Context: an optimization exercise on an open-source flow, tuned for small area, a short achievable clock period and few clock cycles. The choices shown serve that exercise and are no tape-out recipe.
Where RTL was checked, it was by simulation tests only, not by an equivalence proof against the original.
For run 5, only the layout was checked, not whether the RTL still works.
Power and IR drop assume default switching activity.

==> flow/design.v (outline; a module is shown in full before it is edited, if it fits) <==
// module Register_File: 43 lines
// module Mul_CSA: 806 lines
// module Mul_CSA2: 246 lines
// module Mips_Top: 173 lines
module Mips_Top (
  input     wire              CLK,
  input     wire              RST,
  output    wire    [31:0]    PC,
  input     wire    [31:0]    Instr,
  output    wire    [31:0]    DataAddr,
  output    wire    [31:0]    WriteData,
  output    wire              MemWrite,
  input     wire    [31:0]    ReadData);
  // ...
==> flow/flow/run.sh <==
#!/bin/bash
# The standard ORFS layout, with repair_timing asked for setup slack
# margin: the design is laid out and signed off at the design's clock and
# constraints, and the repair steps aim at a shorter achieved period.
set -euo pipefail
bash standard.sh SETUP_SLACK_MARGIN=17.7 finish > standard.log 2>&1
==> flow/standard.sh <==
#!/bin/bash
# synth_recipe.tcl (not shown) runs the flow's synth.tcl, then flattens the netlist and writes it again
# the make line also repeats each setting of config.mk as NAME=value (left out here)
make -C /OpenROAD-flow-scripts/flow DESIGN_CONFIG=/design/flow/config.mk WORK_HOME=/design/flow/orfs CLKGATE_MAP_FILE= SYNTH_SCRIPT=/design/flow/synth_recipe.tcl "${@:-finish}"
==> flow/config.mk <==
export PLATFORM = sky130hd
export DESIGN_NAME = Mips_Top
export DESIGN_NICKNAME = Mips_Top
export VERILOG_FILES = /design/flow/design.v
export SDC_FILE = /design/flow/constraint.sdc
export NUM_CORES = 8
export LEC_CHECK = 0
export CAP_MARGIN = 20
export CORE_MARGIN = 2
export CORE_UTILIZATION = 55
export CTS_CLUSTER_DIAMETER = 100
export CTS_CLUSTER_SIZE = 25
export SLEW_MARGIN = 20
==> flow/constraint.sdc <==
create_clock -name core_clock -period 24.0 [get_ports {CLK}]
set_input_delay 4.8000 -clock core_clock [delete_from_list [all_inputs] [get_ports {CLK}]]
set_output_delay 4.8000 -clock core_clock [all_outputs]
set_load 0.01 [all_outputs]
==> results.txt, run 1 <==
Status:
- The run finished with no timing, DRC or antenna violations.

Yosys:
- For this run, asynchronously set or reset flops after synthesis account for just under 5%.
- The dominant combinational cell family by area after synthesis is compound AO/OA/AOI/OAI gates.
- The largest total area in the synthesized netlist belongs to edfxtp_1.
- A synthesized cell averages around 12 sq um.
- In this run, synthesis produced a sequential element count of about 1,400.
- The arithmetic-cell share of the synthesized area counting full adders, half adders and majority gates is between 10 and 15%.

Drt:
- The routed wire length per instance is about 40 um.
- Summed over all nets, wire length on met2 after detailed routing comes to ~140 mm.
- Across all layers, the routed design uses slightly above 60,000 vias.
- In this run the top signal layer used is met5.

Die:
- During tapcell insertion the tool placed ~1,800 well taps.
- The die boundary height is 371 um.
- The core region is roughly 130,000 sq um.

Final layout:
- The layout multi-input combinational cell count is between 4,000 and 5,000.
- After the last flow step, the layout net total stands at between 7,000 and 8,000.
- The final standard cell area without fillers is between 80,000 and 90,000 sq um.
- The fraction of final layout cells with drive strength greater than 1 is 12.4%.
- The area fraction of clock buffers and clock inverters is ~2.6%.
- The fraction of final cell area spent on non-clock buffers in this run is just over 5%.
- Once layout is complete, the cells apart from fillers number approximately 8,400.

Min path:
- The type of the worst min-delay path is flop to flop.
- The number of instances on the worst hold path is 0.

Global route:
- The total track usage is between 40% and 50%.
- The met1 demand-to-capacity share in global routing is between 60% and 70%.
- The via count of the first global-routing pass is about 59,000.

Clock tree:
- The worst-skew pair later-pin latency is between 700 and 800 ps.
- The TritonCTS clock tree is done.

Setup path:
- The signal on the critical path passes through clkbuf_4, nand3_4, nor2_4, buf_4, a22o_1, a221oi_1, nand4_1, or3_1.
- The number of cells on the worst reg-to-reg path is 18.

Timing:
- For the pin with the worst max-slew slack, the measured transition is 1250 ps.
- The highest clock rate is approximately 160 MHz.
- The total negative slack is 0 ps.

Pwr:
- The cell internal power dissipation is about 0.0033 W.
Testbench counts, summed over its fixed seeds: cycles 35,985.
==> run 2: changes to the inputs <==
--- a/flow/config.mk
+++ b/flow/config.mk
@@ -7,7 +7,5 @@
 export LEC_CHECK = 0
 export CAP_MARGIN = 20
 export CORE_MARGIN = 2
-export CORE_UTILIZATION = 55
-export CTS_CLUSTER_DIAMETER = 100
-export CTS_CLUSTER_SIZE = 25
+export CORE_UTILIZATION = 40
 export SLEW_MARGIN = 20
==> results.txt, run 2 <==
Setup path:
- The start-to-end type of the worst setup path is input port to flop (unchanged).
- The critical path startpoint category was an input port (unchanged).
- The start of the worst register-to-register path is e_av (was e_bv).
- The reg-to-reg critical path endpoint was m_alu[31] (was m_alu[22]).
- The timing startpoint of the critical path is Instr[16] (was Instr[24]).
- The data required time at the worst endpoint was 24,670 ps (was 24,680 ps).
- The endpoint type of the worst setup path is a flop (unchanged).
- The maximum fanout count along the critical path is 33 (was 23).
- The worst-case reg-to-reg path depth is 17 (was 18).
- The critical path capture point is e_B[17] (was e_A[10]).
- The arrival time reported for the critical path endpoint is 7010 ps (was 7100 ps).
- The slack of the worst reg-to-reg path is 17,740 ps (was 17,680 ps).

Yosys:
- The number of warnings issued by yosys is 5 (unchanged).
- The number of register bits inferred by synthesis is 1,371 (unchanged).
- The per-instance average area after synthesis is 11.6 sq um (unchanged).
- The async set-reset flop share out of synthesis is 4.89% (unchanged).
- Cell types with the highest counts after synthesis: edfxtp_1 (1,024), a22oi_1 (698), inv_1 (560) (unchanged).
- The number of enable-type register cells in the synthesized netlist is 1,024 (unchanged).
- The largest area contributor in the synthesized netlist is edfxtp_1 (unchanged).
- The sequential element share of the synthesized area came to 51.4% (unchanged).
- The most numerous cell in the Yosys netlist is edfxtp_1 (unchanged).
- The net count after synthesis is 7,000 (unchanged).
- The area of the mapped netlist is 74,000 sq um (unchanged).
- Top area cells in the synthesized netlist: edfxtp_1 (42%), fa_1 (11%), dfxtp_1 (7.6%) (unchanged).
- The share of the synthesized area in the top cell type is 41.6% (unchanged).
- The top flip-flop cell by instance count after synthesis is edfxtp_1 (unchanged).
- The distinct cell type count after synthesis is 86 (unchanged).
- The number of cells produced by synthesis is 6,383 (unchanged).

Die:
- The die boundary height is 434 um (was 371 um).
- The total core area was 183,000 sq um (was 133,000 sq um).
- The x dimension of the die is 434 um (was 371 um).
- The effective utilization at floorplan is 40.3% (was 55.4%).
- The number of top-level pins is 163 (unchanged).
- The number of cell rows came to 157 (was 134).
- The total die area is 188,000 sq um (was 137,000 sq um).

Global route:
- The pin count of the biggest net entering global routing was 68 (unchanged).
- The total grt overflow is 0 (unchanged).
- The total track usage is 36.7% (was 48.2%).
- The global-route wire length before repair was 481 mm (was 460 mm).
- The via count of the first global-routing pass is 60,700 (was 59,300).
- The initial antenna violation count is 30 (was 20).

Final layout:
- The number of nets in the final layout was 7,248 (was 7,152).
- The area added between synthesis and finish was 17.5% (was 12.4%).
- Commonest cells after routing, fill and taps aside: edfxtp_1 (1,024), a22oi_1 (660), inv_1 (551) (was edfxtp_1 (1,024), a22oi_1 (662), inv_1 (551)).
- The commonest non-fill, non-tap cell in the layout is edfxtp_1 (unchanged).
- The number of filler cells placed in the layout was 16,400 (was 10,800).
- The area occupied by multi-input gates was 34,100 sq um (about the same).
- The area taken by flip-flops and latches came to 38,100 sq um (about the same).
- The fraction of final layout cells with drive strength greater than 1 is 15.1% (was 12.4%).

Clock tree:
- The TritonCTS clock tree is done (unchanged).
- The buffer cell driving the clock tree root was clkbuf_16 (unchanged).
- The hold buffer count at CTS is 0 (unchanged).
- The total clock sinks came to 1,371 (unchanged).
- The number of buffers created by CTS came to 146 (was 69).
- The number of H-tree levels came to 4 (was 3).
- The worst-skew pair later-pin latency is 830 ps (was 740 ps).
- The clock transition at the register clock pins on the worst setup and hold paths after CTS is 60 ps (was 100 ps).
- The buffer depth of the longest clock path was 3 (unchanged).

Timing:
- The highest clock rate is 158 MHz (was 156 MHz).
- The slew of the pin with the lowest slew margin was 1230 ps (was 1250 ps).
- Unrepaired setup endpoints after global routing: false (was true).
- The max-slew violation count is 0 (unchanged).
- The setup violation total in the final timing report is 0 (unchanged).
- The worst setup skew after layout is 68.2 ps (was 35.7 ps).
- The total negative slack is 0 ps (unchanged).
- The final critical-path required period is 6330 ps (was 6420 ps).
- The slack of the critical path is 17,670 ps (was 17,580 ps).
- The number of failing hold endpoints at the final stage is 0 (unchanged).
- The remaining max-slew budget at the tightest pin came to 17.8% (was 16.8%).
- The period utilization is 26.4% (was 26.8%).

Min path:
- The type of the worst min-delay path is flop to flop (unchanged).
- The number of instances on the worst hold path is 0 (unchanged).

Drt:
- The number of violations reported at the end of detailed-routing iteration 0 came to 12,300 (was 12,000).
- The final wirelength was 353 mm (was 335 mm).
- The routed wire length per instance is 38.3 um (was 40.0 um).
- The vias after detailed routing is 63,900 (was 62,400).
- The average via count per standard cell is 6.92 (was 7.46).
- The detailed-router iteration count before antenna repair is 13 (was 11).
- The remaining antenna violation count after routing was 0 (unchanged).
- The post-detailed-route DRC marker count is 0 (unchanged).

Pwr:
- The cell internal power dissipation is 0.00407 W (was 0.00329 W).
- The switching power as a share of total power was 25.0% (was 25.4%).
- The leakage power summed over all cells is 33.2 nW (was 31.8 nW).
- The power dissipated by switching net loads is 0.00136 W (was 0.00112 W).
- The largest voltage drop on the vdd net came to 0.0000731 V (was 0.0000700 V).
- The power per cell area was 62.4 nW/um^2 (was 53.1 nW/um^2).
- The power share of the sequential group was 47.9% (was 58.5%).
- The clock share of power was 44.2% (was 31.9%).
- The power share of the combinational group was 7.9% (was 9.6%).

Place:
- The number of buffers added on ports was 162 (unchanged).
- The weighted congestion at the end of routability-driven global placement is 1.01 (was 0.997).
- The minimum setup slack after placement was 15,800 ps (was 15,690 ps).
- The post-detailed-placement half-perimeter wirelength was 201 mm (was 189 mm).

Flow run:
- The number of violations of the max-capacitance limit is 0 (unchanged).

Status:
- Result of the run: no timing/DRC/antenna violations (unchanged).
run 2: cell counts after synthesis:
Identical to the previous run, type by type.
run 2: worst min path at each step:
| stage | slack, ps | from | to |
|---|---|---|---|
| final | 360 | e_lw | m_lw |
| after global routing | 370 | e_lw | m_lw |
| after CTS | 360 | e_lw | m_lw |
| after detailed placement | 350 | e_lw | m_lw |
| after global placement | 350 | e_lw | m_lw |
| after floorplan | 330 | e_we | m_we |
run 2: final cells by class:
class                      count  share of cell area, %
antenna                       16                 0.0461
multi-input combinational   4068                   39.2
clock inverter                89                   1.23
clock buffer                 184                   4.60
tap                         2464                   3.55
timing repair buffer         475                   4.99
sequential                  1371                   43.8
inverter                     569                   2.50
run 2: stage by stage:
| step | cells | utilization (%) | cell area, sq um | hold WS (ps) | power (W) |
|---|---|---|---|---|---|
| floorplan | 6383 | - | 75600 | 332 | 0.00285 |
| global placement | 8831 | 43.7 | 80300 | 348 | 0.00302 |
| detailed placement | 8831 | 43.7 | 80300 | 354 | 0.00302 |
| CTS | 9196 | 47.1 | 86400 | 362 | 0.00539 |
| global route | 9225 | 47.4 | 86900 | 368 | 0.00554 |
| finish | 9236 | 47.4 | 86900 | 360 | 0.00542 |
run 2: worst max-delay path, cell delays in order:
cell	delay (ps)
clkbuf_4	230
or2_4	270
buf_12	150
nor2_4	30
buf_6	280
a22o_1	340
a221oi_1	250
nand4_1	160
or3_1	400
run 2: what timing repair did:
action                                  4_1_cts  5_1_grt
cloned                                        2        2
pin swaps                                    18       10
endpoints found under the hold margin         0        0
setup buffers                                90       20
endpoints found under the setup margin      204      136
gates resized for setup                     404       82
run 2: power groups by stage:
stage / Clock [W] / Sequential [W] / Combinational, W
2_1_floorplan: 0 / 0.00264 / 0.000214
3_3_place_gp: 0 / 0.00267 / 0.000350
3_5_place_dp: 0 / 0.00267 / 0.000355
4_1_cts: 0.00240 / 0.00259 / 0.000401
5_1_grt: 0.00250 / 0.00260 / 0.000449
6_report: 0.00240 / 0.00260 / 0.000426
run 2: metal layers:
layer | wire length, um | vias up | track usage (%)
met5 | 298 | - | 0.0520
met4 | 31900 | 26 | 25.0
met3 | 58100 | 1928 | 15.4
met2 | 143000 | 6527 | 52.1
met1 | 120000 | 31300 | 45.3
li1 | - | 24200 | -
run 2: kinds of logic after synthesis:
kind of cell               after synthesis  synth area share, %
AOI/OAI and AO/OA                     1737                 17.2
and+or+nand+nor                       1518                 9.84
DFF                                   1371                 51.4
buffers and inverters                  945                 4.85
adders and majority gates              558                 13.6
xor gates and xnor gates               214                 2.53
muxes                                   40                0.558
==> run 3: changes to the inputs <==
==> flow/flow/run.sh (replaced) <==
#!/bin/bash
# The standard ORFS layout, with repair_timing asked for setup slack
# margin: the design is laid out and signed off at the design's clock and
# constraints, and the repair steps aim at a shorter achieved period.
set -euo pipefail
bash standard.sh SETUP_SLACK_MARGIN=17.9 finish > standard.log 2>&1
--- a/flow/config.mk
+++ b/flow/config.mk
@@ -8,4 +8,6 @@
 export CAP_MARGIN = 20
 export CORE_MARGIN = 2
 export CORE_UTILIZATION = 40
+export CTS_CLUSTER_DIAMETER = 100
+export CTS_CLUSTER_SIZE = 25
 export SLEW_MARGIN = 20
==> results.txt, run 3 <==
Global route:
- The total track usage is 36.1% (was 36.7%).
- The via count of the first global-routing pass is 59,800 (was 60,700).
- The global-route wire length before repair is 474 mm (was 481 mm).
- The total grt overflow is 0 (unchanged).
- The initial antenna violation count came to 24 (was 30).
- The pin count of the biggest net entering global routing is 68 (unchanged).

Timing:
- The period utilization is 25.8% (was 26.4%).
- The highest clock rate is 161 MHz (was 158 MHz).
- The max-slew violation count is 0 (unchanged).
- The worst setup skew after layout came to 58.1 ps (was 68.2 ps).
- The remaining max-slew budget at the tightest pin came to 14.6% (was 17.8%).
- Unrepaired setup endpoints after global routing: true (was false).
- The number of failing hold endpoints at the final stage is 0 (unchanged).
- The slew of the pin with the lowest slew margin came to 1270 ps (was 1230 ps).
- The total negative slack is 0 ps (unchanged).
- The setup violation total in the final timing report was 0 (unchanged).
- The final critical-path required period is 6200 ps (was 6330 ps).

Setup path:
- The longest individual stage delay on the worst path is 380 ps (was 400 ps).
- The data required time at the worst endpoint came to 24,620 ps (was 24,670 ps).
- The cell with the largest stage delay on the worst path is or3_1 (unchanged).
- The arrival time reported for the critical path endpoint is 6820 ps (was 7010 ps).
- The kind of cell with the highest combined delay on the critical path is simple AND/OR/NAND/NOR gates (unchanged).
- The critical path startpoint category is an input port (unchanged).
- The maximum fanout count along the critical path is 33 (unchanged).
- Cell chain of the critical path: buf_8, or3b_4, nor2_4, buf_12, a22o_1, a221oi_1, nand4_1, or3_1 (was clkbuf_4, or2_4, buf_12, nor2_4, buf_6, a22o_1, a221oi_1, nand4_1, or3_1).
- The start-to-end type of the worst setup path is input port to flop (unchanged).
- The count of buffering cells on the critical path with inverters included is 2 (was 3).
- The endpoint type of the worst setup path is a flop (unchanged).

Pwr:
- The leakage power summed over all cells is 32.4 nW (was 33.2 nW).
- The largest voltage drop on the vdd net came to 0.0000530 V (was 0.0000731 V).
- The total power of the final layout came to 0.00449 W (was 0.00542 W).
- The power per cell area was 52.3 nW/um^2 (was 62.4 nW/um^2).

Yosys:
- The most numerous cell in the Yosys netlist is edfxtp_1 (unchanged).
- The number of enable-type register cells in the synthesized netlist is 1,024 (unchanged).
- The area of the mapped netlist is 74,000 sq um (unchanged).
- The distinct cell type count after synthesis came to 86 (unchanged).
- The share of the synthesized area in the top cell type is 41.6% (unchanged).
- The net count after synthesis was 7,000 (unchanged).
- Cell types with the highest counts after synthesis: edfxtp_1 (1,024), a22oi_1 (698), inv_1 (560) (unchanged).
- The top flip-flop cell by instance count after synthesis is edfxtp_1 (unchanged).
- The per-instance average area after synthesis is 11.6 sq um (unchanged).
- The largest area contributor in the synthesized netlist is edfxtp_1 (unchanged).
- The number of register bits inferred by synthesis is 1,371 (unchanged).
- The share of synthesized area spent on multiplexers is 0.558% (unchanged).
- The fraction of the mapped netlist area in simple logic gates came to 9.84% (unchanged).
- The number of warnings issued by yosys came to 5 (unchanged).
- The post-synthesis compound-gate area fraction is 17.2% (unchanged).
- The synthesized-area fraction occupied by xor and xnor cells is 2.53% (unchanged).
- Top area cells in the synthesized netlist: edfxtp_1 (42%), fa_1 (11%), dfxtp_1 (7.6%) (unchanged).
- The async set-reset flop share out of synthesis came to 4.89% (unchanged).
- The dominant combinational cell family by area after synthesis is compound AO/OA/AOI/OAI gates (unchanged).
- The sequential element share of the synthesized area was 51.4% (unchanged).
- The number of cells produced by synthesis is 6,383 (unchanged).
- The arithmetic-cell share of the synthesized area counting full adders, half adders and majority gates came to 13.6% (unchanged).

Drt:
- The sum of met3 wire segment lengths after detailed routing is 57.8 mm (was 58.1 mm).
- The vias after detailed routing is 63,600 (was 63,900).
- The final wirelength is 355 mm (was 353 mm).
- The number of violations reported at the end of detailed-routing iteration 0 is 12,000 (was 12,300).
- The top routing layer in use was met5 (unchanged).
- The wire length on met2 came to 143 mm (about the same).
- The remaining antenna violation count after routing was 0 (unchanged).
- The total routed wire length on the met1 layer came to 120 mm (about the same).
- The detailed-router iteration count before antenna repair is 11 (was 13).
- The post-detailed-route DRC marker count is 0 (unchanged).
- The average via count per standard cell was 6.94 (was 6.92).
- The routed wire length per instance is 38.8 um (was 38.3 um).

Status:
- Result of the run: no timing/DRC/antenna violations (unchanged).

Final layout:
- The area added between synthesis and finish is 16.1% (was 17.5%).
- The commonest non-fill, non-tap cell in the layout was edfxtp_1 (unchanged).
- Commonest cells after routing, fill and taps aside: edfxtp_1 (1,024), a22oi_1 (655), inv_1 (548) (was edfxtp_1 (1,024), a22oi_1 (660), inv_1 (551)).
- The fraction of final layout cells with drive strength greater than 1 is 16.0% (was 15.1%).
- The number of nets in the final layout was 7,243 (was 7,248).

Clock tree:
- The worst-skew pair later-pin latency was 760 ps (was 830 ps).
- The number of buffers created by CTS came to 69 (was 146).
- The hold buffer count at CTS is 0 (unchanged).
- The total clock sinks came to 1,371 (unchanged).
- The number of H-tree levels is 3 (was 4).
- The buffer depth of the longest clock path came to 3 (unchanged).
- The clock transition at the register clock pins on the worst setup and hold paths after CTS is 100 ps (was 60 ps).
- The TritonCTS clock tree is done (unchanged).
- The buffer cell driving the clock tree root is clkbuf_16 (unchanged).

Die:
- The die boundary height is 434 um (unchanged).
- The total core area is 183,000 sq um (unchanged).
- The number of top-level pins came to 163 (unchanged).
- The effective utilization at floorplan is 40.3% (unchanged).
- The total die area was 188,000 sq um (unchanged).
- The x dimension of the die came to 434 um (unchanged).
- The number of cell rows is 157 (unchanged).

Place:
- The post-detailed-placement half-perimeter wirelength is 198 mm (was 201 mm).
- The weighted congestion at the end of routability-driven global placement is 0.976 (was 1.01).
- The number of buffers added on ports is 162 (unchanged).

Flow run:
- The number of violations of the max-capacitance limit was 0 (unchanged).

Min path:
- The type of the worst min-delay path is flop to flop (unchanged).
run 3: logic make-up after synthesis:
group / after synthesis
muxes: 40
DFF: 1371
adders and majority gates: 558
and+or+nand+nor: 1518
AOI/OAI and AO/OA: 1737
buffers and inverters: 945
xor gates and xnor gates: 214
run 3: metal layers:
metal	GRT usage, %	up-vias
met1	44.9	31100
met3	13.6	1953
met2	52.1	6303
met5	0.0781	-
li1	-	24100
met4	24.2	25
run 3: cell type report:
class                           count  area [sq um]
Tap cell                         2464          3080
Antenna cell                       16          40.0
Timing Repair Buffer              548          5780
Clock buffer                      103          1860
Inverter                          569          2180
Fill cell                       16600         97600
Clock inverter                     20           347
Sequential cell                  1371         38100
Multi-Input combinational cell   4067         34400
run 3: path summary, 6_finish.rpt:
path	slack [ps]	cells past startpoint	startpoint	endpoint
worst max-delay path	17800	8	Instr[18]	e_B[9]
worst min-delay path	350	0	e_we	m_we
worst max register to register	17980	17	e_faw	m_alu[22]
worst min register to register	350	0	e_we	m_we
max in group asynchronous	19060	1	RST	pc_q[22]
min in group asynchronous	4210	1	RST	U_Register_File.rfv[28]
run 3: repair_timing:
item,4_1_cts,5_1_grt
setup buffers,102,70
resized for setup,774,209
pin swaps,23,24
gates cloned,4,14
endpoints found under the setup margin,220,170
run 3: metrics by stage:
stage	std cells	util (%)	area [sq um]	setup WS [ps]	hold slack, ps
after floorplan	6383	-	75600	17390	332
after global placement	8829	43.7	80200	15840	345
after detailed placement	8829	43.7	80200	15770	348
after CTS	9058	45.8	84000	17820	359
after global routing	9143	46.8	85800	17820	375
final	9158	46.8	85900	17800	355
run 3: power breakdown:
| part | switching, W | total (W) | internal [W] |
|---|---|---|---|
| clock | 0.000843 | 0.00143 | 0.000589 |
| combinational | 0.000276 | 0.000458 | 0.000182 |
| sequential | 0.0000437 | 0.00260 | 0.00255 |
==> run 4: changes to the inputs <==
==> flow/run.sh (new file) <==
#!/bin/bash
# synth_recipe.tcl (not shown) runs the flow's synth.tcl, then flattens the netlist and writes it again
# the make line also repeats each setting of config.mk as NAME=value (left out here)
make -C /OpenROAD-flow-scripts/flow DESIGN_CONFIG=/design/flow/config.mk WORK_HOME=/design/flow/orfs CLKGATE_MAP_FILE= SYNTH_SCRIPT=/design/flow/synth_recipe.tcl finish
removed: flow/flow/run.sh
removed: flow/standard.sh
==> results.txt, run 4 <==
Place:
- The weighted congestion at the end of routability-driven global placement came to 1.02 (was 0.976).
- The post-detailed-placement half-perimeter wirelength is 207 mm (was 198 mm).
- The number of buffers added on ports came to 162 (unchanged).

Final layout:
- The end-of-flow core utilization is 44.6% (was 46.8%).
- The fraction of final layout cells with drive strength greater than 1 was 7.91% (was 16.0%).
- The commonest non-fill, non-tap cell in the layout is edfxtp_1 (unchanged).
- The area taken by flip-flops and latches is 38,000 sq um (was 38,100 sq um).
- The number of nets in the final layout is 7,054 (was 7,243).
- The number of filler cells placed in the layout is 16,800 (was 16,600).
- The area occupied by multi-input gates came to 33,300 sq um (was 34,400 sq um).
- Commonest cells after routing, fill and taps aside: edfxtp_1 (1,024), a22oi_1 (698), inv_1 (560) (was edfxtp_1 (1,024), a22oi_1 (655), inv_1 (548)).
- The area added between synthesis and finish was 10.7% (was 16.1%).

Pwr:
- The power per cell area is 54.1 nW/um^2 (was 52.3 nW/um^2).
- The switching power as a share of total power is 25.7% (was 25.9%).
- The power dissipated by switching net loads was 0.00114 W (was 0.00116 W).
- The power share of the combinational group came to 8.2% (was 10.2%).
- The largest voltage drop on the vdd net was 0.0000523 V (was 0.0000530 V).
- The power share of the sequential group is 59.0% (was 57.9%).
- The cell internal power dissipation is 0.00329 W (was 0.00332 W).
- The total power of the final layout is 0.00443 W (was 0.00449 W).
- The leakage power summed over all cells is 30.6 nW (was 32.4 nW).
- The clock share of power is 32.8% (was 31.9%).

Die:
- The x dimension of the die came to 434 um (unchanged).
- The effective utilization at floorplan is 40.3% (unchanged).
- The total die area was 188,000 sq um (unchanged).
- The die boundary height is 434 um (unchanged).
- The number of top-level pins is 163 (unchanged).
- The total core area is 183,000 sq um (unchanged).
- The number of cell rows is 157 (unchanged).

Global route:
- The pin count of the biggest net entering global routing is 68 (unchanged).
- The initial antenna violation count is 25 (was 24).
- The via count of the first global-routing pass is 59,900 (was 59,800).
- The total grt overflow was 0 (unchanged).
- The global-route wire length before repair is 474 mm (about the same).
- The total track usage came to 36.3% (was 36.1%).

Yosys:
- The share of the synthesized area in the top cell type is 41.6% (unchanged).
- The largest area contributor in the synthesized netlist is edfxtp_1 (unchanged).
- The area of the mapped netlist came to 74,000 sq um (unchanged).
- The sequential element share of the synthesized area was 51.4% (unchanged).
- The number of warnings issued by yosys is 5 (unchanged).
- The number of register bits inferred by synthesis is 1,371 (unchanged).
- The async set-reset flop share out of synthesis is 4.89% (unchanged).
- The distinct cell type count after synthesis is 86 (unchanged).
- Top area cells in the synthesized netlist: edfxtp_1 (42%), fa_1 (11%), dfxtp_1 (7.6%) (unchanged).
- The top flip-flop cell by instance count after synthesis is edfxtp_1 (unchanged).
- The per-instance average area after synthesis is 11.6 sq um (unchanged).
- The net count after synthesis is 7,000 (unchanged).
- The number of enable-type register cells in the synthesized netlist is 1,024 (unchanged).
- The number of cells produced by synthesis is 6,383 (unchanged).
- The most numerous cell in the Yosys netlist is edfxtp_1 (unchanged).
- Cell types with the highest counts after synthesis: edfxtp_1 (1,024), a22oi_1 (698), inv_1 (560) (unchanged).

Setup path:
- The reg-to-reg critical path endpoint is m_alu[28] (was m_alu[22]).
- The start-to-end type of the worst setup path is input port to flop (unchanged).
- The arrival time reported for the critical path endpoint is 8610 ps (was 6820 ps).
- The data required time at the worst endpoint came to 24,700 ps (was 24,620 ps).
- The maximum fanout count along the critical path is 19 (was 33).
- The worst-case reg-to-reg path depth is 18 (was 17).
- The endpoint type of the worst setup path is a flop (unchanged).
- The slack of the worst reg-to-reg path was 16,870 ps (was 17,980 ps).
- The start of the worst register-to-register path is e_fbw (was e_faw).
- The critical path startpoint category is an input port (unchanged).

Timing:
- The remaining max-slew budget at the tightest pin is 12.6% (was 14.6%).
- The final critical-path required period is 7910 ps (was 6200 ps).
- Unrepaired setup endpoints after global routing: false (was true).
- The slew of the pin with the lowest slew margin is 1310 ps (was 1270 ps).
- The number of failing hold endpoints at the final stage is 0 (unchanged).
- The max-slew violation count came to 0 (unchanged).
- The worst setup skew after layout is 107 ps (was 58.1 ps).
- The highest clock rate is 126 MHz (was 161 MHz).
- The setup violation total in the final timing report was 0 (unchanged).
- The period utilization came to 33.0% (was 25.8%).
- The final hold slack is 363 ps (was 355 ps).
- The total negative slack is 0 ps (unchanged).

Drt:
- The sum of met3 wire segment lengths after detailed routing is 55.9 mm (was 57.8 mm).
- The average via count per standard cell came to 6.94 (about the same).
- The routed wire length per instance is 38.8 um (about the same).
- The post-detailed-route DRC marker count is 0 (unchanged).
- The number of violations reported at the end of detailed-routing iteration 0 is 12,800 (was 12,000).
- The top routing layer in use is met5 (unchanged).
- The wire length on met2 is 142 mm (was 143 mm).
- The detailed-router iteration count before antenna repair was 13 (was 11).
- The remaining antenna violation count after routing is 0 (unchanged).
- The final wirelength is 348 mm (was 355 mm).
- The vias after detailed routing came to 62,200 (was 63,600).
- The total routed wire length on the met1 layer is 120 mm (about the same).

Clock tree:
- The TritonCTS clock tree was done (unchanged).
- The buffer cell driving the clock tree root is clkbuf_16 (unchanged).
- The buffer depth of the longest clock path is 3 (unchanged).
- The post-cts resize count is 0 (was 774).
- The worst-skew pair later-pin latency was 780 ps (was 760 ps).
- The hold buffer count at CTS is 0 (unchanged).
- The total clock sinks is 1,371 (unchanged).
- The post-CTS setup buffer count is 0 (was 102).
- The number of H-tree levels was 3 (unchanged).
- The clock transition at the register clock pins on the worst setup and hold paths after CTS is 100 ps (about the same).
- The number of buffers created by CTS is 72 (was 69).

Min path:
- The destination of the worst hold path is m_we (unchanged).
- The origin of the worst min-delay path is e_we (unchanged).
- The number of instances on the worst hold path is 0 (unchanged).
- The type of the worst min-delay path was flop to flop (unchanged).

Flow run:
- The number of violations of the max-capacitance limit is 0 (unchanged).

Status:
- Result of the run: no timing/DRC/antenna violations (unchanged).
==> run 4: cell counts after synthesis <==
No cell type changed its count.
==> run 4: worst max-delay path by stage <==
stage | depth (start not counted) | start | to
after global placement | 8 | Instr[22] | e_A[24]
after detailed placement | 8 | Instr[22] | e_A[24]
after global routing | 8 | Instr[22] | e_A[24]
final | 8 | Instr[23] | e_A[24]
after floorplan | 9 | Instr[16] | pc_q[12]
after CTS | 8 | Instr[22] | e_A[24]
==> run 4: kinds of logic (layout without fill, tap and decap cells) <==
group                      after synthesis  in the layout  share of synthesized area (%)
AOI/OAI and AO/OA                     1737           1737                           17.2
xor gates and xnor gates               214            214                           2.53
adders and majority gates              558            558                           13.6
buffers and inverters                  945           1056                           4.85
DFF                                   1371           1371                           51.4
muxes                                   40             40                          0.558
other                                    0             11                              0
and+or+nand+nor                       1518           1518                           9.84
==> run 4: cell type report <==
cell class                 count  area share [%]
antenna                       11          0.0336
clock buffer                 108            2.38
clock inverter                23           0.391
inverter                     569            2.61
multi-input combinational   4067            40.6
sequential                  1371            46.4
tap                         2464            3.76
timing repair buffer         356            3.75
==> run 4: critical path: stages <==
cell and delay (ps):
clkdlybuf4s50_1 900, or3_1 750, nor2_4 810, buf_4 670
a22o_1 260, a221oi_1 60, nand3_1 130, or4_1 140
==> run 4: power groups by stage <==
stage	logic (W)	clock network (W)	registers [W]
6_report	0.000365	0.00145	0.00261
5_1_grt	0.000385	0.00153	0.00262
4_1_cts	0.000352	0.00145	0.00261
3_5_place_dp	0.000350	0	0.00266
3_3_place_gp	0.000345	0	0.00266
2_1_floorplan	0.000201	0	0.00264
==> run 4: metal layers <==
layer | global-route usage (%) | vias up
met2 | 52.4 | 6210
met4 | 23.1 | 16
li1 | - | 23700
met3 | 14.6 | 1851
met1 | 44.9 | 30400
met5 | 0.312 | -
==> run 4: stage by stage <==
step	cells	area, sq um	setup slack [ps]
global placement	8827	79600	15640
detailed placement	8827	79600	15560
finish	8969	81900	16090
CTS	8958	81900	16370
global route	8960	81900	16190
floorplan	6383	74000	16930
==> module Register_File, before the edit <==
module Register_File (
  input  wire        CLK,
  input  wire        RST,
  input  wire [4:0]  RA1,
  input  wire [4:0]  RA2,
  input  wire        WE,
  input  wire [4:0]  WA,
  input  wire [31:0] WD,
  output wire [31:0] RD1,
  output wire [31:0] RD2,
  output wire        V1,
  output wire        V2);
  reg  [31:0] rf [0:31];
  reg  [31:0] rfv;
  wire [31:0] wsel;
  wire [31:0] sel1, sel2;
  reg  [31:0] rd1, rd2;
  integer k;
  genvar i;
  generate for (i = 0; i < 32; i = i + 1) begin : g_r
    assign wsel[i] = WE & (WA == i);
    assign sel1[i] = (RA1 == i);
    assign sel2[i] = (RA2 == i);
    always @(posedge CLK)
      rf[i] <= (rf[i] & ~{32{wsel[i]}}) | (WD & {32{wsel[i]}});
  end endgenerate
  always @(posedge CLK or negedge RST) begin
    if (!RST) rfv <= 32'd0;
    else      rfv <= rfv | wsel;
  end
  always @(*) begin
    rd1 = 32'd0;
    rd2 = 32'd0;
    for (k = 0; k < 32; k = k + 1) begin
      rd1 = rd1 | (rf[k] & {32{sel1[k]}});
      rd2 = rd2 | (rf[k] & {32{sel2[k]}});
    end
  end
  assign RD1 = rd1;
  assign RD2 = rd2;
  assign V1  = |(rfv & sel1);
  assign V2  = |(rfv & sel2);
endmodule
==> module Mips_Top, before the edit <==
module Mips_Top (
  input     wire              CLK,
  input     wire              RST,
  output    wire    [31:0]    PC,
  input     wire    [31:0]    Instr,
  output    wire    [31:0]    DataAddr,
  output    wire    [31:0]    WriteData,
  output    wire              MemWrite,
  input     wire    [31:0]    ReadData);
  localparam [5:0] OP_R    = 6'b000000;
  localparam [5:0] OP_ADDI = 6'b001000;
  localparam [5:0] OP_LW   = 6'b100011;
  localparam [5:0] OP_SW   = 6'b101011;
  localparam [5:0] OP_BEQ  = 6'b000100;
  localparam [5:0] OP_J    = 6'b000010;
  localparam [2:0] ALU_ADD = 3'd0;
  localparam [2:0] ALU_SUB = 3'd1;
  localparam [2:0] ALU_AND = 3'd2;
  localparam [2:0] ALU_OR  = 3'd3;
  localparam [2:0] ALU_SLT = 3'd4;
  localparam [2:0] ALU_MUL = 3'd5;
  reg  [31:0] pc_q;
  reg         e_valid;
  reg         e_we, e_lw, e_sw, e_beq, e_mul, e_imm;
  reg  [2:0]  e_op;
  reg  [4:0]  e_dst;
  reg  [15:0] e_immv;
  reg  [31:0] e_A, e_B;
  reg         e_av, e_bv;
  reg         e_fam, e_faw, e_fbm, e_fbw;    
  reg         m_valid;
  reg         m_we, m_lw, m_mul;
  reg  [4:0]  m_dst;
  reg  [31:0] m_alu, m_c;
  reg  [12:0] m_ah, m_bh;
  reg  [31:0] da_q, wd_q;
  reg         mw_q;
  reg         w_valid;
  reg  [4:0]  w_dst;
  reg  [31:0] w_data;
  wire [31:0] rf_rd1, rf_rd2;
  wire        rf_v1, rf_v2;
  Register_File U_Register_File (
    .CLK(CLK), .RST(RST),
    .RA1(Instr[25:21]), .RA2(Instr[20:16]),
    .WE(m_wen), .WA(m_dst), .WD(m_res),
    .RD1(rf_rd1), .RD2(rf_rd2), .V1(rf_v1), .V2(rf_v2));
  wire [5:0]  f_op  = Instr[31:26];
  wire [4:0]  f_rs  = Instr[25:21];
  wire [4:0]  f_rt  = Instr[20:16];
  wire [4:0]  f_rd  = Instr[15:11];
  wire [5:0]  f_fn  = Instr[5:0];
  wire f_isr    = (f_op == OP_R);
  wire f_isaddi = (f_op == OP_ADDI);
  wire f_islw   = (f_op == OP_LW);
  wire f_issw   = (f_op == OP_SW);
  wire f_isbeq  = (f_op == OP_BEQ);
  wire f_isj    = (f_op == OP_J);
  wire [5:0] f_blo = {1'b0, pc_q[6:2]} + 6'd1 + {1'b0, Instr[4:0]};
  wire f_isbu   = f_isbeq & (f_rs == f_rt) & (Instr[15:5] == 11'd0) & ~f_blo[5];
  wire f_isbc   = f_isbeq & ~f_isbu;
  wire f_use_rs = f_isr | f_isaddi | f_islw | f_issw | f_isbc;
  wire f_use_rt = f_isr | f_issw | f_isbc;
  reg  [2:0] f_aluop;
  always @(*) begin
    f_aluop = ALU_ADD;
    if (f_isr) begin
      case (f_fn)
        6'b100010: f_aluop = ALU_SUB;
        6'b100100: f_aluop = ALU_AND;
        6'b100101: f_aluop = ALU_OR;
        6'b101010: f_aluop = ALU_SLT;
        6'b011100: f_aluop = ALU_MUL;
        default:   f_aluop = ALU_ADD;
      endcase
    end
  end
  wire e_late  = e_valid & (e_lw | e_mul);
  wire f_may_rt = (f_op[5] & f_op[3]) | (~f_op[5] & ~f_op[3] & ~f_op[1]);
  wire f_stall  = e_late & ((f_rs == e_dst) | (f_may_rt & (f_rt == e_dst)));
  wire [31:0] e_Ar = e_av ? e_A : 32'd0;
  wire [31:0] e_Br = e_bv ? e_B : 32'd0;
  wire [31:0] srcA = e_fam ? m_alu : e_faw ? w_data : e_Ar;
  wire [31:0] rtv  = e_fbm ? m_alu : e_fbw ? w_data : e_Br;
  wire [31:0] sext = {{16{e_immv[15]}}, e_immv};
  wire [31:0] srcB = e_imm ? sext : rtv;
  wire        is_sub = (e_op == ALU_SUB) | (e_op == ALU_SLT);
  wire [32:0] sum    = {1'b0, srcA} + {1'b0, is_sub ? ~srcB : srcB} + {32'd0, is_sub};
  wire        ltu    = ~sum[32];
  wire [31:0] mul_s, mul_c;
  Mul_CSA U_Mul_CSA (.A(srcA), .B(rtv[18:0]), .S(mul_s), .C(mul_c));
  reg  [31:0] alu;
  always @(*) begin
    case (e_op)
      ALU_AND: alu = srcA & srcB;
      ALU_OR:  alu = srcA | srcB;
      ALU_SLT: alu = {31'd0, ltu};
      ALU_MUL: alu = mul_s;
      default: alu = sum[31:0];
    endcase
  end
  wire        e_taken = e_valid & e_beq & (srcA == rtv);
  wire [29:0] e_tgt   = pc_q[31:2] + {{14{e_immv[15]}}, e_immv};
  wire [31:0] mul_s2, mul_c2;
  Mul_CSA2 U_Mul_CSA2 (.S(m_alu), .C(m_c), .A(m_ah), .B(m_bh), .S2(mul_s2), .C2(mul_c2));
  wire [31:0] mulres = mul_s2 + mul_c2;
  wire [31:0] m_res  = m_lw ? ReadData : (m_mul ? mulres : m_alu);
  wire        m_wen  = m_valid & m_we;
  assign PC        = pc_q;
  assign DataAddr  = da_q;
  assign WriteData = wd_q;
  assign MemWrite  = mw_q;
  wire [31:0] pc4   = pc_q + 32'd4;
  wire [29:0] f_btg   = {pc4[31:7], f_blo[4:0]};
  wire        s_e  = e_taken;
  wire        s_h  = ~e_taken & f_stall;
  wire        s_j  = ~e_taken & ~f_stall & f_isj;
  wire        s_b  = ~e_taken & ~f_stall & f_isbu;
  wire        s_s  = ~e_taken & ~f_stall & ~f_isj & ~f_isbu;
  wire [31:0] pc_n = ({32{s_e}} & {e_tgt, 2'b00}) |
                     ({32{s_h}} & pc_q) |
                     ({32{s_j}} & {pc4[31:28], Instr[25:0], 2'b00}) |
                     ({32{s_b}} & {f_btg, 2'b00}) |
                     ({32{s_s}} & pc4);
  always @(posedge CLK or negedge RST) begin
    if (!RST) pc_q <= 32'd0;
    else      pc_q <= pc_n;
  end
  always @(posedge CLK or negedge RST) begin
    if (!RST) begin
      e_valid <= 1'b0;
      m_valid <= 1'b0;
      w_valid <= 1'b0;
      mw_q    <= 1'b0;
    end else begin
      e_valid <= ~e_taken & ~f_stall & f_use_rs;
      m_valid <= e_valid;
      w_valid <= m_wen;
      mw_q    <= e_valid & e_sw;
    end
  end
  always @(posedge CLK) begin
    e_we   <= f_isr | f_isaddi | f_islw;
    e_lw   <= f_islw;
    e_sw   <= f_issw;
    e_beq  <= f_isbc;
    e_mul  <= f_isr & (f_fn == 6'b011100);
    e_imm  <= f_isaddi | f_islw | f_issw;
    e_op   <= f_aluop;
    e_dst  <= f_isr ? f_rd : f_rt;
    e_immv <= Instr[15:0];
    e_A    <= rf_rd1;
    e_B    <= rf_rd2;
    e_av   <= rf_v1;
    e_bv   <= rf_v2;
    e_fam  <= e_valid & e_we & ~e_lw & ~e_mul & (f_rs == e_dst);
    e_fbm  <= e_valid & e_we & ~e_lw & ~e_mul & (f_rt == e_dst);
    e_faw  <= m_wen & (f_rs == m_dst);
    e_fbw  <= m_wen & (f_rt == m_dst);
    m_we   <= e_we;
    m_lw   <= e_lw;
    m_mul  <= e_mul;
    m_dst  <= e_dst;
    m_alu  <= alu;
    m_c    <= mul_c;
    m_ah   <= srcA[12:0];
    m_bh   <= rtv[31:19];
    da_q   <= sum[31:0];
    wd_q   <= rtv;
    w_dst  <= m_dst;
    w_data <= m_res;
  end
endmodule
==> run 5: changes to the inputs <==
--- a/flow/design.v
+++ b/flow/design.v
@@ -7,12 +7,11 @@
   input  wire [4:0]  WA,
   input  wire [31:0] WD,
   output wire [31:0] RD1,
-  output wire [31:0] RD2,
-  output wire        V1,
-  output wire        V2);
+  output wire [31:0] RD2);
   reg  [31:0] rf [0:31];
-  reg  [31:0] rfv;
   wire [31:0] wsel;
+  wire [31:0] wen = wsel | {32{~RST}};    
+  wire [31:0] wd  = WD & {32{RST}};
   wire [31:0] sel1, sel2;
   reg  [31:0] rd1, rd2;
   integer k;
@@ -21,13 +20,10 @@
     assign wsel[i] = WE & (WA == i);
     assign sel1[i] = (RA1 == i);
     assign sel2[i] = (RA2 == i);
-    always @(posedge CLK)
-      rf[i] <= (rf[i] & ~{32{wsel[i]}}) | (WD & {32{wsel[i]}});
+    always @(posedge CLK) begin
+      if (wen[i]) rf[i] <= wd;
+    end
   end endgenerate
-  always @(posedge CLK or negedge RST) begin
-    if (!RST) rfv <= 32'd0;
-    else      rfv <= rfv | wsel;
-  end
   always @(*) begin
     rd1 = 32'd0;
     rd2 = 32'd0;
@@ -38,8 +34,6 @@
   end
   assign RD1 = rd1;
   assign RD2 = rd2;
-  assign V1  = |(rfv & sel1);
-  assign V2  = |(rfv & sel2);
 endmodule
 module Mul_CSA (
   input  wire [31:0] A,
@@ -1121,7 +1115,6 @@
   reg  [4:0]  e_dst;
   reg  [15:0] e_immv;
   reg  [31:0] e_A, e_B;
-  reg         e_av, e_bv;
   reg         e_fam, e_faw, e_fbm, e_fbw;    
   reg         m_valid;
   reg         m_we, m_lw, m_mul;
@@ -1134,12 +1127,11 @@
   reg  [4:0]  w_dst;
   reg  [31:0] w_data;
   wire [31:0] rf_rd1, rf_rd2;
-  wire        rf_v1, rf_v2;
   Register_File U_Register_File (
     .CLK(CLK), .RST(RST),
     .RA1(Instr[25:21]), .RA2(Instr[20:16]),
     .WE(m_wen), .WA(m_dst), .WD(m_res),
-    .RD1(rf_rd1), .RD2(rf_rd2), .V1(rf_v1), .V2(rf_v2));
+    .RD1(rf_rd1), .RD2(rf_rd2));
   wire [5:0]  f_op  = Instr[31:26];
   wire [4:0]  f_rs  = Instr[25:21];
   wire [4:0]  f_rt  = Instr[20:16];
@@ -1173,10 +1165,8 @@
   wire e_late  = e_valid & (e_lw | e_mul);
   wire f_may_rt = (f_op[5] & f_op[3]) | (~f_op[5] & ~f_op[3] & ~f_op[1]);
   wire f_stall  = e_late & ((f_rs == e_dst) | (f_may_rt & (f_rt == e_dst)));
-  wire [31:0] e_Ar = e_av ? e_A : 32'd0;
-  wire [31:0] e_Br = e_bv ? e_B : 32'd0;
-  wire [31:0] srcA = e_fam ? m_alu : e_faw ? w_data : e_Ar;
-  wire [31:0] rtv  = e_fbm ? m_alu : e_fbw ? w_data : e_Br;
+  wire [31:0] srcA = e_fam ? m_alu : e_faw ? w_data : e_A;
+  wire [31:0] rtv  = e_fbm ? m_alu : e_fbw ? w_data : e_B;
   wire [31:0] sext = {{16{e_immv[15]}}, e_immv};
   wire [31:0] srcB = e_imm ? sext : rtv;
   wire        is_sub = (e_op == ALU_SUB) | (e_op == ALU_SLT);
@@ -1246,8 +1236,6 @@
     e_immv <= Instr[15:0];
     e_A    <= rf_rd1;
     e_B    <= rf_rd2;
-    e_av   <= rf_v1;
-    e_bv   <= rf_v2;
     e_fam  <= e_valid & e_we & ~e_lw & ~e_mul & (f_rs == e_dst);
     e_fbm  <= e_valid & e_we & ~e_lw & ~e_mul & (f_rt == e_dst);
     e_faw  <= m_wen & (f_rs == m_dst);
==> flow/flow/run.sh (new file) <==
#!/bin/bash
# The standard ORFS layout, with repair_timing asked for setup slack
# margin: the design is laid out and signed off at the design's clock and
# constraints, and the repair steps aim at a shorter achieved period.
set -euo pipefail
bash standard.sh SETUP_SLACK_MARGIN=17.9 finish > standard.log 2>&1
==> flow/standard.sh (new file) <==
#!/bin/bash
# synth_recipe.tcl (not shown) runs the flow's synth.tcl, then flattens the netlist and writes it again
# the make line also repeats each setting of config.mk as NAME=value (left out here)
make -C /OpenROAD-flow-scripts/flow DESIGN_CONFIG=/design/flow/config.mk WORK_HOME=/design/flow/orfs CLKGATE_MAP_FILE= SYNTH_SCRIPT=/design/flow/synth_recipe.tcl "${@:-finish}"
removed: flow/run.sh
==> results.txt, run 5 <==
Clock tree:
- The buffer depth of the longest clock path was 3 (unchanged).
- The number of buffers created by CTS is 72 (unchanged).
- The worst-skew pair later-pin latency is 790 ps (was 780 ps).
- The hold buffer count at CTS is 0 (unchanged).
- The buffer cell driving the clock tree root is clkbuf_16 (unchanged).
- The total clock sinks is 1,337 (was 1,371).
- The clock transition at the register clock pins on the worst setup and hold paths after CTS is 100 ps (about the same).
- The number of H-tree levels is 3 (unchanged).
- The TritonCTS clock tree was done (unchanged).

Final layout:
- Ranked by flip-flop count, first place goes to U_Register_File.rf.
- The final standard cell area without fillers is 85,100 sq um (was 81,900 sq um).
- Commonest cells after routing, fill and taps aside: edfxtp_1 (1,024), inv_1 (559), a22oi_1 (523) (was edfxtp_1 (1,024), a22oi_1 (698), inv_1 (560)).
- The commonest non-fill, non-tap cell in the layout is edfxtp_1 (unchanged).
- The fraction of final layout cells with drive strength greater than 1 is 17.0% (was 7.91%).
- The number of nets in the final layout is 7,091 (was 7,054).
- The area added between synthesis and finish is 16.1% (was 10.7%).
- The number of flip-flops in the largest register is approximately 1,000.

Yosys:
- The distinct cell type count after synthesis was 87 (was 86).
- The number of warnings issued by yosys is 5 (unchanged).
- The top flip-flop cell by instance count after synthesis is edfxtp_1 (unchanged).
- The async set-reset flop share out of synthesis was 2.62% (was 4.89%).
- Cell types with the highest counts after synthesis: edfxtp_1 (1,024), a22oi_1 (612), inv_1 (560) (was edfxtp_1 (1,024), a22oi_1 (698), inv_1 (560)).
- The net count after synthesis is 6,900 (was 7,000).
- The most numerous cell in the Yosys netlist is edfxtp_1 (unchanged).
- The largest area contributor in the synthesized netlist is edfxtp_1 (unchanged).
- The number of register bits inferred by synthesis is 1,337 (was 1,371).
- The number of cells produced by synthesis is 6,283 (was 6,383).
- The share of the synthesized area in the top cell type came to 41.9% (was 41.6%).
- The area of the mapped netlist came to 73,300 sq um (was 74,000 sq um).
- Top area cells in the synthesized netlist: edfxtp_1 (42%), fa_1 (11%), dfxtp_1 (7.6%) (unchanged).
- The sequential element share of the synthesized area was 50.7% (was 51.4%).
- The number of enable-type register cells in the synthesized netlist is 1,024 (unchanged).
- The per-instance average area after synthesis is 11.7 sq um (was 11.6 sq um).

Drt:
- The detailed-router iteration count before antenna repair is 10 (was 13).
- The post-detailed-route DRC marker count is 0 (unchanged).
- The average via count per standard cell is 6.87 (was 6.94).
- The final wirelength is 351 mm (was 348 mm).
- The number of violations reported at the end of detailed-routing iteration 0 came to 10,000 (was 12,800).
- The vias after detailed routing came to 61,400 (was 62,200).
- The routed wire length per instance is 39.3 um (was 38.8 um).
- The remaining antenna violation count after routing is 0 (unchanged).

Timing:
- The period utilization is 25.7% (was 33.0%).
- The final critical-path required period was 6170 ps (was 7910 ps).
- The remaining max-slew budget at the tightest pin is 21.1% (was 12.6%).
- Unrepaired setup endpoints after global routing: true (was false).
- The highest clock rate came to 162 MHz (was 126 MHz).
- The max-slew violation count is 0 (unchanged).
- The slew of the pin with the lowest slew margin is 1170 ps (was 1310 ps).
- The setup violation total in the final timing report is 0 (unchanged).
- The worst setup skew after layout was 67.1 ps (was 107 ps).
- The number of failing hold endpoints at the final stage is 0 (unchanged).
- The total negative slack is 0 ps (unchanged).

Global route:
- The total grt overflow is 0 (unchanged).
- The total track usage is 36.5% (was 36.3%).
- The global-route wire length before repair is 473 mm (was 474 mm).
- The pin count of the biggest net entering global routing is 68 (unchanged).
- The initial antenna violation count was 25 (unchanged).
- The via count of the first global-routing pass is 58,300 (was 59,900).

Die:
- The total core area is 183,000 sq um (about the same).
- The number of top-level pins is 163 (unchanged).
- The effective utilization at floorplan is 40.1% (was 40.3%).
- The total die area is 187,000 sq um (was 188,000 sq um).
- The number of cell rows is 157 (unchanged).
- The x dimension of the die is 432 um (was 434 um).
- The die boundary height is 432 um (was 434 um).

Setup path:
- The worst-case reg-to-reg path depth is 18 (unchanged).
- The count of buffering cells on the critical path with inverters included was 1 (was 2).
- The critical path startpoint category is a flop (was input port).
- The endpoint type of the worst setup path is a primary output (was flop).
- The arrival time reported for the critical path endpoint was 1370 ps (was 8610 ps).
- The kind of cell with the highest combined delay on the critical path is flip-flops (was simple AND/OR/NAND/NOR gates).
- The cell with the largest stage delay on the worst path is dfrtp_2 (was clkdlybuf4s50_1).
- The start-to-end type of the worst setup path is flop to primary output (was input port to flop).
- Cell chain of the critical path: buf_6 (was clkdlybuf4s50_1, or3_1, nor2_4, buf_4, a22o_1, a221oi_1, nand3_1, or4_1).
- The maximum fanout count along the critical path was 2 (was 19).
- The data required time at the worst endpoint is 19,200 ps (was 24,700 ps).
- The critical path depth in cells is 1 (was 8).
- The longest individual stage delay on the worst path is 470 ps (was 900 ps).

Status:
- Result of the run: no timing/DRC/antenna violations (unchanged).

Pwr:
- The cell internal power dissipation is 0.00578 W (was 0.00329 W).
- The switching power as a share of total power was 47.5% (was 25.7%).
- The power dissipated by switching net loads is 0.00522 W (was 0.00114 W).
- The power share of the sequential group is 33.0% (was 59.0%).
- The largest voltage drop on the vdd net is 0.000160 V (was 0.0000523 V).
- The leakage power summed over all cells is 31.7 nW (was 30.6 nW).
- The power per cell area was 129 nW/um^2 (was 54.1 nW/um^2).
- The power share of the combinational group is 53.7% (was 8.2%).
- The clock share of power was 13.3% (was 32.8%).

Place:
- The cell area reported after detailed placement was 80,400 sq um (was 79,600 sq um).
- The weighted congestion at the end of routability-driven global placement is 1.01 (was 1.02).
- The number of buffers added on ports is 162 (unchanged).
- The post-detailed-placement half-perimeter wirelength was 201 mm (was 207 mm).

Flow run:
- The number of violations of the max-capacitance limit is 0 (unchanged).

Min path:
- The type of the worst min-delay path was flop to flop (unchanged).
- The number of instances on the worst hold path came to 0 (unchanged).
==> run 5: cell count changes in the layout (fill, tap and decap cells not counted), moves of 36 or more <==
cell	change
a22oi_1	-175
a221oi_2	+166
a221oi_1	-161
clkdlybuf4s50_1	-129
a22oi_2	+88
buf_6	+61
mux2i_1	+58
dfrtp_1	-54
buf_2	+48
o21ai_0	-46
nand2_1	-39
buf_12	+38
buf_4	+36
==> run 5: routing by layer <==
metal  GRT usage, %  share of wire (%)
met5          0.364              0.068
met4           23.3                9.1
met3           14.0                 15
met2           53.4                 41
met1           44.9                 34
==> run 5: final cells by class <==
class                           instances  area [sq um]
Fill cell                           16500         97600
Sequential cell                      1337         37300
Multi-Input combinational cell       4001         35400
Timing Repair Buffer                  494          4870
Tap cell                             2385          2980
Inverter                              568          2150
Clock buffer                          106          1970
Clock inverter                         25           375
Antenna cell                           18          45.0
==> run 5: what timing repair did <==
| item | CTS | global route |
|---|---|---|
| resized for setup | 692 | 160 |
| cloned | 3 | 9 |
| pin swaps | 20 | 24 |
| buffers inserted | 110 | 42 |
| endpoints found under the setup margin | 1806 | 399 |
==> run 5: worst reg2reg max path, delay by kind of cell (launching register included) <==
kind                       cells  cell delay, ps
and+or+nand+nor                2             460
adders and majority gates      7            3300
DFF                            1             330
buffers and inverters          6            1350
AOI/OAI and AO/OA              3             500
==> run 5: worst paths after layout <==
check,endpoint,from,slack [ps]
setup / recovery,PC[4],pc_q[4],17830
hold / removal,m_we,e_we,370
min in group asynchronous,pc_q[30],RST,4070
hold reg to reg,m_we,e_we,370
max in group asynchronous,pc_q[2],RST,19400
setup reg to reg,m_alu[22],e_fam,17970
==> run 5: cells by family after synthesis <==
group,count (synthesis),share of synthesized area [%]
buffers and inverters,946,4.93
adders and majority gates,583,14.0
and+or+nand+nor,1438,9.38
DFF,1337,50.7
AOI/OAI and AO/OA,1632,16.5
xor gates and xnor gates,225,2.70
muxes,122,1.76
==> run 5: power groups by stage <==
stage | logic, W | registers, W | clock network, W
global placement | 0.00560 | 0.00368 | 0
finish | 0.00591 | 0.00363 | 0.00146
floorplan | 0.00320 | 0.00347 | 0
detailed placement | 0.00564 | 0.00367 | 0
global route | 0.00632 | 0.00365 | 0.00154
CTS | 0.00574 | 0.00359 | 0.00146
==> run 5: per-stage QoR <==
step / cells / util, % / setup slack, ps / power (W) / hold WS (ps)
after floorplan: 6283 / - / 17320 / 0.00667 / 332
after global placement: 8621 / 44.0 / 15720 / 0.00928 / 357
after detailed placement: 8621 / 44.0 / 15600 / 0.00931 / 346
after CTS: 8865 / 46.1 / 17800 / 0.0108 / 373
after global routing: 8925 / 46.6 / 17810 / 0.0115 / 375
final: 8934 / 46.6 / 17830 / 0.0110 / 373
==> run 6: changes to the inputs <==
--- a/flow/design.v
+++ b/flow/design.v
@@ -11,7 +11,6 @@
   reg  [31:0] rf [0:31];
   wire [31:0] wsel;
   wire [31:0] wen = wsel | {32{~RST}};    
-  wire [31:0] wd  = WD & {32{RST}};
   wire [31:0] sel1, sel2;
   reg  [31:0] rd1, rd2;
   integer k;
@@ -21,7 +20,7 @@
     assign sel1[i] = (RA1 == i);
     assign sel2[i] = (RA2 == i);
     always @(posedge CLK) begin
-      if (wen[i]) rf[i] <= wd;
+      if (wen[i]) rf[i] <= WD;
     end
   end endgenerate
   always @(*) begin
@@ -1197,30 +1196,35 @@
   assign MemWrite  = mw_q;
   wire [31:0] pc4   = pc_q + 32'd4;
   wire [29:0] f_btg   = {pc4[31:7], f_blo[4:0]};
-  wire        s_e  = e_taken;
-  wire        s_h  = ~e_taken & f_stall;
-  wire        s_j  = ~e_taken & ~f_stall & f_isj;
-  wire        s_b  = ~e_taken & ~f_stall & f_isbu;
-  wire        s_s  = ~e_taken & ~f_stall & ~f_isj & ~f_isbu;
+  wire        s_e  = RST & e_taken;
+  wire        s_h  = RST & ~e_taken & f_stall;
+  wire        s_j  = RST & ~e_taken & ~f_stall & f_isj;
+  wire        s_b  = RST & ~e_taken & ~f_stall & f_isbu;
+  wire        s_s  = RST & ~e_taken & ~f_stall & ~f_isj & ~f_isbu;
   wire [31:0] pc_n = ({32{s_e}} & {e_tgt, 2'b00}) |
                      ({32{s_h}} & pc_q) |
                      ({32{s_j}} & {pc4[31:28], Instr[25:0], 2'b00}) |
                      ({32{s_b}} & {f_btg, 2'b00}) |
                      ({32{s_s}} & pc4);
-  always @(posedge CLK or negedge RST) begin
-    if (!RST) pc_q <= 32'd0;
-    else      pc_q <= pc_n;
+  always @(posedge CLK) begin
+    pc_q <= pc_n;
   end
   always @(posedge CLK or negedge RST) begin
     if (!RST) begin
       e_valid <= 1'b0;
       m_valid <= 1'b0;
       w_valid <= 1'b0;
+      m_lw    <= 1'b0;
+      m_mul   <= 1'b0;
+      m_alu   <= 32'd0;
       mw_q    <= 1'b0;
     end else begin
       e_valid <= ~e_taken & ~f_stall & f_use_rs;
       m_valid <= e_valid;
       w_valid <= m_wen;
+      m_lw    <= e_lw;
+      m_mul   <= e_mul;
+      m_alu   <= alu;
       mw_q    <= e_valid & e_sw;
     end
   end
@@ -1241,13 +1245,10 @@
     e_faw  <= m_wen & (f_rs == m_dst);
     e_fbw  <= m_wen & (f_rt == m_dst);
     m_we   <= e_we;
-    m_lw   <= e_lw;
-    m_mul  <= e_mul;
     m_dst  <= e_dst;
-    m_alu  <= alu;
     m_c    <= mul_c;
     m_ah   <= srcA[12:0];
-    m_bh   <= rtv[31:19];
+    m_bh   <= srcB[31:19];      
     da_q   <= sum[31:0];
     wd_q   <= rtv;
     w_dst  <= m_dst;
==> flow/flow/run.sh (replaced) <==
#!/bin/bash
# The standard ORFS layout, with repair_timing asked for setup slack
# margin: the design is laid out and signed off at the design's clock and
# constraints, and the repair steps aim at a shorter achieved period.
set -euo pipefail
bash standard.sh SETUP_SLACK_MARGIN=17.8 finish > standard.log 2>&1
==> results.txt, run 6 <==
Die:
- The effective utilization at floorplan is 40.1% (about the same).
- The die boundary height is 432 um (about the same).
- The number of cell rows is 157 (unchanged).
- The x dimension of the die is 432 um (about the same).
- The total die area came to 186,000 sq um (was 187,000 sq um).
- The total core area is 182,000 sq um (was 183,000 sq um).
- The number of top-level pins is 163 (unchanged).

Timing:
- The max-slew violation count is 0 (unchanged).
- The highest clock rate is 159 MHz (was 162 MHz).
- The total negative slack is 0 ps (unchanged).
- The period utilization was 26.2% (was 25.7%).
- The remaining max-slew budget at the tightest pin is 21.1% (about the same).
- The slew of the pin with the lowest slew margin is 1170 ps (about the same).
- The worst setup skew after layout is 66.0 ps (was 67.1 ps).
- The final critical-path required period is 6290 ps (was 6170 ps).
- The final hold slack was 311 ps (was 373 ps).
- The setup violation total in the final timing report is 0 (unchanged).
- The number of failing hold endpoints at the final stage is 0 (unchanged).
- Unrepaired setup endpoints after global routing: true (unchanged).

Global route:
- The pin count of the biggest net entering global routing was 67 (was 68).
- The total track usage is 34.7% (was 36.5%).
- The total grt overflow is 0 (unchanged).
- The global-route wire length before repair is 453 mm (was 473 mm).
- The initial antenna violation count is 14 (was 25).
- The via count of the first global-routing pass was 58,300 (about the same).

Drt:
- The routed wire length per instance is 37.3 um (was 39.3 um).
- The remaining antenna violation count after routing is 0 (unchanged).
- The final wirelength is 331 mm (was 351 mm).
- The top routing layer in use is met5 (unchanged).
- The number of violations reported at the end of detailed-routing iteration 0 is 10,500 (was 10,000).
- The average via count per standard cell is 6.84 (was 6.87).
- The sum of met3 wire segment lengths after detailed routing was 50.5 mm (was 52.9 mm).
- The detailed-router iteration count before antenna repair is 12 (was 10).
- The wire length on met2 is 137 mm (was 146 mm).
- The total routed wire length on the met1 layer is 114 mm (was 120 mm).
- The post-detailed-route DRC marker count is 0 (unchanged).
- The vias after detailed routing is 60,600 (was 61,400).

Setup path:
- The cell with the largest stage delay on the worst path is buf_6 (was dfrtp_2).
- The data required time at the worst endpoint is 24,690 ps (was 19,200 ps).
- The slack of the worst reg-to-reg path is 17,930 ps (was 17,970 ps).
- The longest individual stage delay on the worst path was 500 ps (was 470 ps).
- The worst-case reg-to-reg path depth is 17 (was 18).
- The start-to-end type of the worst setup path is input port to flop (was flop to primary output).
- The cell type with the highest occurrence count on the critical path is buf_4.
- The critical path startpoint category is an input port (was flop).
- Cell chain of the critical path: buf_4, nand3b_1, buf_4, nor2_4, buf_6, a22o_1, a221oi_1, nand4_1, or3_1 (was buf_6).
- The maximum fanout count along the critical path is 23 (was 2).
- The endpoint type of the worst setup path is a flop (was primary output).
- The start of the worst register-to-register path is e_fbw (was e_fam).
- The reg-to-reg critical path endpoint is m_alu[18] (was m_alu[22]).
- The arrival time reported for the critical path endpoint was 6980 ps (was 1370 ps).

Place:
- The weighted congestion at the end of routability-driven global placement is 0.972 (was 1.01).
- The post-detailed-placement half-perimeter wirelength is 189 mm (was 201 mm).
- The number of buffers added on ports is 162 (unchanged).

Final layout:
- The number of nets in the final layout is 7,032 (was 7,091).
- The number of flip-flops in the largest register is 1,024 (unchanged).
- The area added between synthesis and finish is 14.8% (was 16.1%).
- The commonest non-fill, non-tap cell in the layout is edfxtp_1 (unchanged).
- Commonest cells after routing, fill and taps aside: edfxtp_1 (1,024), inv_1 (548), a22oi_1 (517) (was edfxtp_1 (1,024), inv_1 (559), a22oi_1 (523)).
- The register ranked first by flip-flop count is U_Register_File.rf (unchanged).
- The fraction of final layout cells with drive strength greater than 1 is 14.8% (was 17.0%).

Clock tree:
- The TritonCTS clock tree is done (unchanged).
- The buffer depth of the longest clock path was 3 (unchanged).
- The number of buffers created by CTS was 68 (was 72).
- The hold buffer count at CTS is 0 (unchanged).
- The total clock sinks is 1,350 (was 1,337).
- The clock transition at the register clock pins on the worst setup and hold paths after CTS is 110 ps (was 100 ps).
- The buffer cell driving the clock tree root is clkbuf_16 (unchanged).
- The worst-skew pair later-pin latency is 770 ps (was 790 ps).
- The number of H-tree levels is 3 (unchanged).

Yosys:
- The net count after synthesis came to 6,884 (was 6,900).
- Cell types with the highest counts after synthesis: edfxtp_1 (1,024), a22oi_1 (609), nor2_1 (575) (was edfxtp_1 (1,024), a22oi_1 (612), inv_1 (560)).
- The top flip-flop cell by instance count after synthesis was edfxtp_1 (unchanged).
- The share of the synthesized area in the top cell type was 42.0% (was 41.9%).
- The number of enable-type register cells in the synthesized netlist came to 1,024 (unchanged).
- The sequential element share of the synthesized area is 51.2% (was 50.7%).
- Top area cells in the synthesized netlist: edfxtp_1 (42%), fa_1 (11%), dfxtp_1 (7.9%) (was edfxtp_1 (42%), fa_1 (11%), dfxtp_1 (7.6%)).
- The per-instance average area after synthesis was 11.7 sq um (about the same).
- The area of the mapped netlist is 73,200 sq um (was 73,300 sq um).
- The async set-reset flop share out of synthesis was 2.74% (was 2.62%).
- The number of warnings issued by yosys is 5 (unchanged).
- The largest area contributor in the synthesized netlist is edfxtp_1 (unchanged).
- The distinct cell type count after synthesis was 80 (was 87).
- The number of cells produced by synthesis came to 6,267 (was 6,283).
- The most numerous cell in the Yosys netlist is edfxtp_1 (unchanged).
- The number of register bits inferred by synthesis came to 1,350 (was 1,337).

Min path:
- The origin of the worst min-delay path is e_we (unchanged).
- The destination of the worst hold path is m_we (unchanged).
- The number of instances on the worst hold path is 0 (unchanged).
- The type of the worst min-delay path is flop to flop (unchanged).

Pwr:
- The switching power as a share of total power is 47.4% (was 47.5%).
- The largest voltage drop on the vdd net is 0.000264 V (was 0.000160 V).
- The leakage power summed over all cells is 30.9 nW (was 31.7 nW).
- The power share of the sequential group is 31.2% (was 33.0%).
- The power share of the combinational group is 58.2% (was 53.7%).
- The cell internal power dissipation is 0.00709 W (was 0.00578 W).
- The power dissipated by switching net loads came to 0.00639 W (was 0.00522 W).
- The power per cell area is 160 nW/um^2 (was 129 nW/um^2).
- The clock share of power is 10.6% (was 13.3%).

Status:
- Result of the run: no timing/DRC/antenna violations (unchanged).

Flow run:
- The number of violations of the max-capacitance limit was 0 (unchanged).
[run 6: changes by cell type in the layout (fill, tap and decap cells not counted), moves of 16 or more]
cell	before	now
and2_2	17	0
buf_12	38	12
buf_2	48	5
clkdlybuf4s15_2	8	25
dfrtp_1	13	35
dfrtp_2	22	1
dfxtp_4	10	29
dlygate4sd2_1	7	50
nor2_1	472	508
o21ai_1	29	8
o21ai_2	2	25
o22ai_1	6	22
[run 6: power by group through the flow]
| stage | registers [W] | clock network (W) | logic [W] |
|---|---|---|---|
| 3_5_place_dp | 0.00422 | 0 | 0.00772 |
| 4_1_cts | 0.00417 | 0.00142 | 0.00779 |
| 2_1_floorplan | 0.00397 | 0 | 0.00471 |
| 3_3_place_gp | 0.00423 | 0 | 0.00765 |
| 5_1_grt | 0.00425 | 0.00150 | 0.00862 |
| 6_report | 0.00421 | 0.00142 | 0.00785 |
[run 6: worst max-delay path by stage]
stage,from,endpoint,depth (start not counted)
2_1_floorplan,RST,U_Register_File.rf[0][0],3
3_3_place_gp,Instr[20],e_B[2],8
3_5_place_dp,Instr[20],e_B[13],8
4_1_cts,pc_q[18],PC[18],1
5_1_grt,e_fbw,m_alu[18],17
6_report,Instr[19],e_B[29],9
[run 6: logic make-up (layout without fill, tap and decap cells)]
family	after synthesis	after routing	synth area share, %
flip-flops	1350	1350	51.2
AND/OR/NAND/NOR	1441	1441	9.34
adder cells (fa/ha/maj)	582	582	14.0
buffers and inverters	927	1130	4.88
XOR/XNOR	215	215	2.57
other	0	10	0
AO/OA/AOI/OAI	1660	1660	16.7
multiplexers	92	92	1.27
[run 6: through the flow]
stage | worst slack [ps] | utilization, % | total power [W] | cells | cell area (sq um)
5_1_grt | 17760 | 46.1 | 0.0144 | 8860 | 84100
2_1_floorplan | 17410 | - | 0.00867 | 6267 | 76700
3_5_place_dp | 15780 | 44.1 | 0.0119 | 8629 | 80400
4_1_cts | 17800 | 45.9 | 0.0134 | 8835 | 83700
6_report | 17710 | 46.1 | 0.0135 | 8865 | 84100
3_3_place_gp | 15830 | 44.1 | 0.0119 | 8629 | 80400
[run 6: routing by layer]
metal	global-route usage [%]	vias up
met5	0.182	-
met4	22.9	16
met3	13.4	1696
met2	50.2	5718
met1	42.9	29700
li1	-	23500
[run 6: area by class of cell]
| class | count | area (sq um) |
|---|---|---|
| Fill cell | 16400 | 98400 |
| Clock buffer | 106 | 1890 |
| Timing Repair Buffer | 450 | 4170 |
| Inverter | 555 | 2090 |
| Antenna cell | 10 | 25.0 |
| Tap cell | 2385 | 2980 |
| Multi-Input combinational cell | 3990 | 35000 |
| Sequential cell | 1350 | 37600 |
| Clock inverter | 19 | 337 |
[run 6: what timing repair did]
| item | 4_1_cts | 5_1_grt |
|---|---|---|
| gates resized for setup | 381 | 84 |
| gates cloned | 2 | 0 |
| pin swaps | 27 | 10 |
| buffers inserted | 79 | 20 |
| endpoints found under the setup margin | 1222 | 89 |
[run 6: critical path: cells and delay by family]
| kind | cells | cell delay, ps |
|---|---|---|
| simple gates | 4 | 890 |
| buf+inv | 3 | 860 |
| compound gates | 2 | 290 |
Testbench counts of run 6, summed over its fixed seeds: cycles 35,985.

## port drivers added, routing unchanged
In the flow no input, the clock included, has a driving cell. The finished layouts below were timed again as built, in two steps.
Step 1: set_driving_cell puts a clkbuf_16 on CLK and a buf_2 on each other input, an assumption about the parent block.
Step 2, shift: input delay + t, output delay - t, t = (earliest + latest rising clock arrival at the registers) / 2. This alone moves slack from input paths to output paths.
a / b / c = ideal / step 1 / step 2; a / b = the first two.
run | t, ns | setup slack, ns
run 1 | 0.803 | 17.575 / 17.628 / 16.825
run 2 | 0.881 | 17.666 / 17.643 / 16.839
run 3 | 0.816 | 17.797 / 17.771 / 17.020
run 4 | 0.814 | 16.090 / 16.131 / 15.317
run 5 | 0.837 | 17.830 / 17.744 / 17.021
run 6 | 0.822 | 17.707 / 17.753 / 16.947
After both steps every run listed still meets setup and hold.
